This design comes from an exercise in tuning for small area and a short achievable clock period on the open sky130 flow, not from production work.
Where RTL was checked, it was by simulation tests only, not by an equivalence proof against the original.
Power is estimated from default activity; no workload was simulated.

## user_logic
module user_logic
(
  Bus2IP_Clk,
  Bus2IP_Reset,
  Bus2IP_Data,
  Bus2IP_BE,
  Bus2IP_RdCE,
  Bus2IP_WrCE,
  IP2Bus_Data,
  IP2Bus_RdAck,
  IP2Bus_WrAck,
  IP2Bus_Error
);
Settings: LEC_CHECK=0, ABC_AREA=1, CAP_MARGIN=20, CORE_MARGIN=2, CORE_UTILIZATION=40, CTS_BUF_LIST=sky130_fd_sc_hd__clkbuf_4 sky130_fd_sc_hd__clkbuf_8, CTS_CLUSTER_SIZE=30, SETUP_SLACK_MARGIN=4.3, SLEW_MARGIN=20, SYNTH_HIERARCHICAL=1, SYNTH_MINIMUM_KEEP_SIZE=0, TNS_END_PERCENT=5; clock period 8.5 ns.
standard.sh (not shown) runs the stock make flow with config.mk's settings and CLKGATE_MAP_FILE= SYNTH_SCRIPT=/design/flow/synth_recipe.tcl, a recipe that flattens the netlist after the stock synthesis.
==> flow/flow/run.sh <==
#!/bin/bash
# The standard layout, with every input and output port buffered by
# sky130_fd_sc_hd__buf_2 (buffer_ports' -buffer_cell) instead of the cell
# buffer_ports picks by itself, and the buffers ABC put in at synthesis
# removed at floorplan (REMOVE_ABC_BUFFERS) so repair_design re-buffers only
# where needed. Everything else is the standard flow.
set -euo pipefail
bash standard.sh "BUFFER_PORTS_ARGS=-buffer_cell sky130_fd_sc_hd__buf_2" REMOVE_ABC_BUFFERS=1 finish > standard.log 2>&1
The first run finished with timing, DRC and antenna clean.
Rerun with:
- CORE_UTILIZATION: 40 -> 30
- CTS_BUF_LIST: sky130_fd_sc_hd__clkbuf_4 sky130_fd_sc_hd__clkbuf_8 -> unset
- CTS_CLUSTER_SIZE: 30 -> unset
The changed run ran to the end with no violations.
Routed wire length climbs by 6.1%.
Sequential share of layout area goes down by 0.53 points.
Sequential power stays flat.
Core utilization drops by 9.9 points.
Count of clock-buffer cells in the layout decreases by 1.
Final area came out higher by 2.9%.
Rerun with:
- CORE_UTILIZATION: 30 -> 40
- CTS_BUF_LIST: unset -> sky130_fd_sc_hd__clkbuf_4 sky130_fd_sc_hd__clkbuf_8
- SETUP_SLACK_MARGIN: 4.3 -> 4.2
=> The new run finished clean. Final cell count drops by a little under a tenth. Wire length goes down by a few percent. Worst setup slack is better by 30 ps.
Rerun with:
- CTS_BUF_LIST: sky130_fd_sc_hd__clkbuf_4 sky130_fd_sc_hd__clkbuf_8 -> unset
- SETUP_SLACK_MARGIN: 4.2 -> 4.5
Outcome: Die area is unchanged; final area rises by 4.0%; wire length rises by 4.7%; clock-buffer cell count stays the same; total power rises by 11%; global-route usage rises by 1.0 points; non-clock buffer count rises by 18; synthesized area does not change; hold slack is worse by 5.6 ps; final cell count rises by 1.1%.

---

Setup of JK:
Another version of the RTL of user_logic (not shown whole).
Size: ~1600 cells after synthesis, ~160 flip-flops, roughly 79 I/O pins.
Settings: LEC_CHECK=0, ABC_AREA=1, CAP_MARGIN=20, CORE_MARGIN=2, CORE_UTILIZATION=40, SETUP_SLACK_MARGIN=4, SLEW_MARGIN=20, SYNTH_HIERARCHICAL=1, SYNTH_MINIMUM_KEEP_SIZE=0, TNS_END_PERCENT=5; clock period 8.5 ns.
Scripts as last shown in full above: flow/flow/run.sh
JK: full flow OK, the timing, design-rule and antenna checks passed
Input changes introduced in MS (baseline for comparison: JK):
Settings: changing SETUP_SLACK_MARGIN from 4 to 4.6.
==> flow/flow/run.sh <==
#!/bin/bash
# The standard layout, with every input and output port buffered by
# sky130_fd_sc_hd__buf_2 (buffer_ports' -buffer_cell) instead of the cell
# buffer_ports picks by itself. Everything else is the standard flow.
set -euo pipefail
bash standard.sh "BUFFER_PORTS_ARGS=-buffer_cell sky130_fd_sc_hd__buf_2" finish > standard.log 2>&1
==> summary.txt <==
- MS was carried through to the last stage, and its layout satisfied the timing, design-rule and antenna checks.
- Lower combinational cell fraction of total power among JK and MS: JK
- Diff MS..JK | final-report setup violation count | unchanged
- Comparing MS against JK, there is no change at all in part of the Yosys area used for sequential elements.
- Share of final layout cell area taken by non-clock buffers on MS is up relative to JK.
- | final period demand of the worst path | MS vs JK | 0.052 ns lower |
- Re synthesized cell count: no difference whatsoever between MS and JK.
- On MS: delay of the slowest cell on the worst path is 0.03 ns lower than what JK gave.
- In the reports for JK and MS, the smaller signed area change from the synthesized netlist to the final layout belongs to JK.
- [compare] base=JK new=MS: utilization of the core after routing moved up, routed wire length went up by 17%.
- MS vs JK — final instance area climbed by more than 10%
Input-level comparison between AL and MS:
Settings: swapping 4.6 for 4 in SETUP_SLACK_MARGIN.
==> flow/run.sh (new file) <==
#!/bin/bash
# synth_recipe.tcl (not shown) runs the flow's synth.tcl, then flattens the netlist and writes it again
# the make line also repeats each setting of config.mk as NAME=value (left out here)
make -C /OpenROAD-flow-scripts/flow DESIGN_CONFIG=/design/flow/config.mk WORK_HOME=/design/flow/orfs CLKGATE_MAP_FILE= SYNTH_SCRIPT=/design/flow/synth_recipe.tcl finish
removed: flow/flow/run.sh
removed: flow/standard.sh
Findings:
Re share of the cycle needed by the critical path after routing: MS and AL aren't equal, and the lower value belongs to MS.
MS: full flow OK, the timing, design-rule and antenna checks passed
AL: all stages complete, timing, DRC and antenna checks passed
Total routing resource utilization after global routing: AL vs MS up 0.30 points
Combined flip-flop and latch cell area shrinks slightly when moving from MS to AL.
MS -> AL: power decreased by a few percent

---

== P ==
user_logic, a different RTL version from the one above (not shown whole).
Size in the first run: ~150 flip-flops, about 16000 um2 of cells after synthesis.
Design user_logic, start of the top module:
module user_logic
(
  Bus2IP_Clk,
  Bus2IP_Reset,
  Bus2IP_Data,
  Bus2IP_BE,
  Bus2IP_RdCE,
  Bus2IP_WrCE,
  IP2Bus_Data,
  IP2Bus_RdAck,
  IP2Bus_WrAck,
  IP2Bus_Error
);
Settings: LEC_CHECK=0, ABC_AREA=1, CAP_MARGIN=20, CORE_MARGIN=2, CORE_UTILIZATION=40, SETUP_SLACK_MARGIN=5, SLEW_MARGIN=20, TNS_END_PERCENT=5; clock period 8.5 ns.
run.sh (not shown) runs the stock make flow with config.mk's settings and CLKGATE_MAP_FILE= SYNTH_SCRIPT=/design/flow/synth_recipe.tcl, a recipe that flattens the netlist after the stock synthesis.
Stock flow here: none of the scripts above is used.
P: done, clean on timing, DRC and antenna
#### Input delta (Q over P)
- SETUP_SLACK_MARGIN: 5 -> 4
[summary]
Re remaining antenna violation count after routing: no difference whatsoever between P and Q.
Summary of Q over P: post-route met1 wirelength now sits higher; synthesized-area fraction occupied by xor and xnor cells now sits at about the same level; length in cells of the worst reg-to-reg path now sits higher; worst setup slack now sits lower.
Est. power | Q vs P | Q lower
Diff P..Q | number of core rows | negligible
Against P as the reference, Q delivers a lower data required time of the critical path.
Relative to Q, the following input files were edited for R:
- removing TNS_END_PERCENT (formerly 5)
- removing SETUP_SLACK_MARGIN (formerly 4)
Results
R — worst reg-to-reg setup slack 1.15 ns lower, Q as reference. Compared with Q, in R final worst setup slack saw a decrease, global-route wire length before repair -11 mm, fraction of power consumed by the clock network rose 1.7 points. Side by side, combinational fraction of design power turned out lower in R than in Q. Taking Q as the reference, in R non-clock buffer count dropped 95; area used by multi-input combinational logic dropped 3.7%.
Modified inputs, S compared to R
- SETUP_SLACK_MARGIN: unset -> 4
--- outcome ---
No stage failed in S, and the final checks on the layout all came back clean. Per the final summary, R finished and its layout is clean on timing, DRC and antenna. Lower proportion of layout cells with a drive suffix above 1 among S and R: R. Area growth from synthesis to layout | S above R. Compared with R, in S worst hold slack went up; instance area after placement went up. S against R; sequential power is up slightly. Worst setup slack in S is 1.30 ns higher than in R. R consumes less power than S. The vias after detailed routing reported for S is greater than that of R by 10%. S: switching component of the power 8.1% above R. Compared with R, final area in S increased by more than 10%.
No run of this note included a check of the RTL's function; only the layout flow was run.

---

Setup of run 4:
Another version of the RTL of user_logic (not shown whole).
Size in the first run: roughly 150 flip-flops, about 79 I/O pins.
## user_logic
module user_logic
(
  Bus2IP_Clk,
  Bus2IP_Reset,
  Bus2IP_Data,
  Bus2IP_BE,
  Bus2IP_RdCE,
  Bus2IP_WrCE,
  IP2Bus_Data,
  IP2Bus_RdAck,
  IP2Bus_WrAck,
  IP2Bus_Error
);
parameter C_SLV_DWIDTH                   = 32;
parameter C_NUM_REG                      = 3;
input                                     Bus2IP_Clk;
input                                     Bus2IP_Reset;
input      [0 : C_SLV_DWIDTH-1]           Bus2IP_Data;
input      [0 : C_SLV_DWIDTH/8-1]         Bus2IP_BE;
input      [0 : C_NUM_REG-1]              Bus2IP_RdCE;
input      [0 : C_NUM_REG-1]              Bus2IP_WrCE;
output     [0 : C_SLV_DWIDTH-1]           IP2Bus_Data;
output                                    IP2Bus_RdAck;
output                                    IP2Bus_WrAck;
output                                    IP2Bus_Error;
  reg  [0:31] slv_reg0;
  reg  [0:31] slv_reg1;
  reg  [0:31] slv_reg2;
  reg         rst_d;
  integer     k;
  always @(posedge Bus2IP_Clk) begin
    if (Bus2IP_Reset) begin
      slv_reg0 <= 0;
      slv_reg1 <= 0;
    end else begin
      for (k = 0; k < 32; k = k + 1) begin
        if (Bus2IP_WrCE == 3'b100 && Bus2IP_BE[k/8]) slv_reg0[k] <= Bus2IP_Data[k];
        if (Bus2IP_WrCE == 3'b010 && Bus2IP_BE[k/8]) slv_reg1[k] <= Bus2IP_Data[k];
      end
    end
  end
  wire [31:0] a, b;
  genvar g;
  generate for (g = 0; g < 32; g = g + 1) begin : le
    assign a[g] = slv_reg0[31-g];
    assign b[g] = slv_reg1[31-g];
  end endgenerate
  wire neg0 = b[1];
  wire one0 = b[0] ^ 1'b0;
  wire two0 = (b[1] & ~b[0] & ~1'b0) | (~b[1] & b[0] & 1'b0);
  wire pp0_0 = one0 & a[0];
  wire nc0 = neg0 & ~(one0 & a[0]);
  wire pp0_1 = ((one0 & a[1]) | (two0 & a[0])) ^ neg0;
  wire pp0_2 = ((one0 & a[2]) | (two0 & a[1])) ^ neg0;
  wire pp0_3 = ((one0 & a[3]) | (two0 & a[2])) ^ neg0;
  wire pp0_4 = ((one0 & a[4]) | (two0 & a[3])) ^ neg0;
  wire pp0_5 = ((one0 & a[5]) | (two0 & a[4])) ^ neg0;
  wire pp0_6 = ((one0 & a[6]) | (two0 & a[5])) ^ neg0;
  wire pp0_7 = ((one0 & a[7]) | (two0 & a[6])) ^ neg0;
  wire pp0_8 = ((one0 & a[8]) | (two0 & a[7])) ^ neg0;
  wire pp0_9 = ((one0 & a[9]) | (two0 & a[8])) ^ neg0;
  ...
clock: 8.5 ns
lec_check: 0
abc_area: 1
cap_margin: 20
core_margin: 2
core_utilization: 40
setup_slack_margin: 4.25
slew_margin: 20
synth_hierarchical: 1
synth_minimum_keep_size: 0
tns_end_percent: 5
Run 4 completed; timing, DRC and antenna clean
Changes in run 3 relative to run 4:
- changing SETUP_SLACK_MARGIN from 4.25 to 4
### Flow results
Compared with run 4, run 3 ends up with less cell area. Number of nets at the end of the flow (run 3 vs. run 4) decreases slightly. Measured against each other, run 4 and run 3 differ in fraction of area in non-clock buffers, the higher figure coming from run 4. Delta (run 3 minus run 4): clock period minus final worst setup slack increased 0.020 ns; share of total power consumed by net switching now sits higher; number of global-route vias before repair went down. There was hardly any difference in post-detailed-route wirelength per cell between run 4 and run 3. Run 3 finished every step from synthesis to the final layout, and the layout passed the timing, design-rule and antenna checks. Compared to run 4, run 3 shows a narrower setup margin. Final hold slack: run 4 vs run 3, no meaningful difference. Number of buffer and inverter stages on the critical path for run 3 is higher than for run 4.
No run of this note included a check of the RTL's function; only the layout flow was run.

---

RTL: one of the versions met above, not the one the previous note started from.
Size in the first run: roughly 1600 cells after synthesis, roughly 160 flip-flops, roughly 79 I/O pins, about 16000 µm² of cells after synthesis.
==> flow/config.mk <==
export PLATFORM = sky130hd
export DESIGN_NAME = user_logic
export DESIGN_NICKNAME = user_logic
export VERILOG_FILES = /design/flow/design.v
export SDC_FILE = /design/flow/constraint.sdc
export NUM_CORES = 4
export LEC_CHECK = 0
export ABC_AREA = 1
export CAP_MARGIN = 20
export CORE_MARGIN = 2
export CORE_UTILIZATION = 40
export CTS_BUF_LIST = sky130_fd_sc_hd__clkbuf_4 sky130_fd_sc_hd__clkbuf_8
export SETUP_SLACK_MARGIN = 4.3
export SLEW_MARGIN = 20
export SYNTH_HIERARCHICAL = 1
export SYNTH_MINIMUM_KEEP_SIZE = 0
export TNS_END_PERCENT = 5
==> flow/constraint.sdc <==
create_clock -name core_clock -period 8.5 [get_ports {Bus2IP_Clk}]
set_input_delay 1.7000 -clock core_clock [delete_from_list [all_inputs] [get_ports {Bus2IP_Clk}]]
set_output_delay 1.7000 -clock core_clock [all_outputs]
set_load 0.01 [all_outputs]
standard.sh (not shown) runs the stock make flow with config.mk's settings and CLKGATE_MAP_FILE= SYNTH_SCRIPT=/design/flow/synth_recipe.tcl, a recipe that flattens the netlist after the stock synthesis.
==> flow/flow/run.sh <==
#!/bin/bash
# The standard layout, with every input and output port buffered by
# sky130_fd_sc_hd__buf_2 (buffer_ports' -buffer_cell) instead of the cell
# buffer_ports picks by itself, and the buffers ABC put in at synthesis
# removed at floorplan (REMOVE_ABC_BUFFERS) so repair_design re-buffers only
# where needed. Everything else is the standard flow.
set -euo pipefail
bash standard.sh "BUFFER_PORTS_ARGS=-buffer_cell sky130_fd_sc_hd__buf_2" REMOVE_ABC_BUFFERS=1 finish > standard.log 2>&1
Change:
SETUP_SLACK_MARGIN = 4.4   (was 4.3)
=>
- The changed run produced a clean layout
- clock-buffer cell count does not change
- global-route usage rises by 0.32 points
- clock skew stays flat
- synthesized area does not change
- total power is about the same
- via count rises slightly
- final cell count barely changes
- utilization goes up by 0.28 points
- critical path depth stays the same
Change:
CTS_BUF_LIST = not set   (was sky130_fd_sc_hd__clkbuf_4 sky130_fd_sc_hd__clkbuf_8)
SETUP_SLACK_MARGIN = 4.3   (was 4.4)
Result:
- The new run completed without violations
- global-route usage went down by 0.14 points
- setup slack is better by 0.0093 ns
- core utilization went up by 0.26 points
- clock power went up by a quarter to a third
Change:
==> flow/flow/run.sh (replaced) <==
#!/bin/bash
# The standard layout, with every input and output port buffered by
# sky130_fd_sc_hd__buf_1 (buffer_ports' -buffer_cell) instead of the cell
# buffer_ports picks by itself, and the buffers ABC put in at synthesis
# removed at floorplan (REMOVE_ABC_BUFFERS) so repair_design re-buffers only
# where needed. Everything else is the standard flow.
set -euo pipefail
bash standard.sh "BUFFER_PORTS_ARGS=-buffer_cell sky130_fd_sc_hd__buf_1" REMOVE_ABC_BUFFERS=1 finish > standard.log 2>&1
CTS_BUF_LIST = sky130_fd_sc_hd__clkbuf_4 sky130_fd_sc_hd__clkbuf_8   (was not set)
After rerunning: The new run went through all stages and came out clean. Worst setup slack is worse by 0.098 ns. Final area rises by 2.3%. Sequential share of layout area falls by 0.40 points. Area after synthesis does not change. Routed wire length rises by 4.9%.

---

RTL: one of the versions met above, not the one the previous note started from.
Size: ~1,600 cells after synthesis, roughly 160 flip-flops, roughly 79 I/O pins, about 0.015 mm² of cells after synthesis.
Settings: LEC_CHECK=0, ABC_AREA=1, CAP_MARGIN=20, CORE_MARGIN=2, CORE_UTILIZATION=40, SETUP_SLACK_MARGIN=4, SLEW_MARGIN=20, SYNTH_HIERARCHICAL=1, SYNTH_MINIMUM_KEEP_SIZE=0, TNS_END_PERCENT=5; clock period 8.5 ns.
==> flow/flow/run.sh <==
#!/bin/bash
# The standard layout, with every input and output port buffered by
# sky130_fd_sc_hd__buf_4 (buffer_ports' -buffer_cell) instead of the cell
# buffer_ports picks by itself. Everything else is the standard flow.
set -euo pipefail
bash standard.sh "BUFFER_PORTS_ARGS=-buffer_cell sky130_fd_sc_hd__buf_4" finish > standard.log 2>&1
==> next run, changes <==
==> flow/flow/run.sh (replaced) <==
#!/bin/bash
# The standard layout, with every input and output port buffered by
# sky130_fd_sc_hd__buf_2 (buffer_ports' -buffer_cell) instead of the cell
# buffer_ports picks by itself. Everything else is the standard flow.
set -euo pipefail
bash standard.sh "BUFFER_PORTS_ARGS=-buffer_cell sky130_fd_sc_hd__buf_2" finish > standard.log 2>&1
--- a/flow/config.mk
+++ b/flow/config.mk
@@ -10,5 +10,5 @@
 export CORE_MARGIN = 2
 export CORE_UTILIZATION = 40
-export SETUP_SLACK_MARGIN = 4
+export SETUP_SLACK_MARGIN = 4.3
 export SLEW_MARGIN = 20
 export SYNTH_HIERARCHICAL = 1
Outcome: The changed run ran to the end with no violations; cell area goes down by about 0.55%; wire length goes up by 0.52%; clock power goes up by about 3.7%; combinational power goes up by about 1%; flip-flop and latch count is unchanged; power goes up by about 2%.
==> next run, changes <==
--- a/flow/config.mk
+++ b/flow/config.mk
@@ -10,5 +10,5 @@
 export CORE_MARGIN = 2
 export CORE_UTILIZATION = 40
-export SETUP_SLACK_MARGIN = 4.3
+export SETUP_SLACK_MARGIN = 4
 export SLEW_MARGIN = 20
 export SYNTH_HIERARCHICAL = 1
Outcome: Clock skew is higher by 0.0049 ns. Via count shrinks by 0.51%. Core utilization went up by 0.15 points. Die area is unchanged. Routed wire length went down by 1.1%. Combinational power stays flat. Fmax came out lower by 0.51%.

==> port drivers added, routing unchanged <==
In the flow no input, the clock included, has a driving cell. The finished layouts below were timed again as built, in two steps. Step 1 (the two cells are an assumption about what drives the block):
set clk [get_ports {Bus2IP_Clk}]
set_driving_cell -lib_cell sky130_fd_sc_hd__clkbuf_16 $clk
set_driving_cell -lib_cell sky130_fd_sc_hd__buf_2 [delete_from_list [all_inputs] $clk]
Step 2 times the ports against the registers' clock, not the clock port: input delays grow and output delays shrink by t, the midpoint of the rising clock arrivals with the driver on. Slacks: ideal / step 1 / step 2; pairs: ideal / step 1.
| run | shift t [ns] | setup slack, ns | worst slew at a driven data input, ns |
|---|---|---|---|
| the first run of note 1 | 0.550 | 4.213 / 4.092 / 4.092 | 0.14 |
| the second run of note 1 | 0.514 | 4.074 / 4.026 / 4.026 | 0.06 |
| the third run of note 1 | 0.550 | 4.104 / 4.070 / 4.070 | 0.07 |
| the fourth run of note 1 | 0.505 | 4.194 / 4.062 / 4.062 | 0.14 |
| JK | 0.501 | 3.969 / 3.929 / 3.929 | 0.05 |
| MS | 0.497 | 4.021 / 3.966 / 3.966 | 0.07 |
| AL | 0.508 | 3.963 / 3.942 / 3.942 | 0.10 |
| P | 0.516 | 3.649 / 3.649 / 3.649 | 0.05 |
| Q | 0.520 | 3.577 / 3.577 / 3.577 | 0.04 |
| R | 0.508 | 2.429 / 2.429 / 2.429 | 0.04 |
| S | 0.528 | 3.730 / 3.730 / 3.730 | 0.05 |
| run 4 | 0.502 | 4.006 / 4.009 / 3.536 | 0.05 |
| run 3 | 0.509 | 3.986 / 3.966 / 3.966 | 0.04 |
| the first run of note 5 | 0.550 | 4.213 / 4.092 / 4.092 | 0.14 |
| the second run of note 5 | 0.542 | 4.192 / 4.116 / 4.116 | 0.08 |
| the third run of note 5 | 0.508 | 4.202 / 4.072 / 4.072 | 0.14 |
| the fourth run of note 5 | 0.536 | 4.103 / 4.064 / 4.064 | 0.07 |
| the first run of note 6 | 0.506 | 3.988 / 3.961 / 3.961 | 0.07 |
| the second run of note 6 | 0.501 | 4.024 / 3.985 / 3.985 | 0.09 |
| the third run of note 6 | 0.500 | 4.001 / 3.960 / 3.960 | 0.06 |
After both steps setup and hold are still met in every run listed. The setup slack of run 4, which loses most, moves by +0.003 ns with the drivers and by -0.470 ns with both steps.
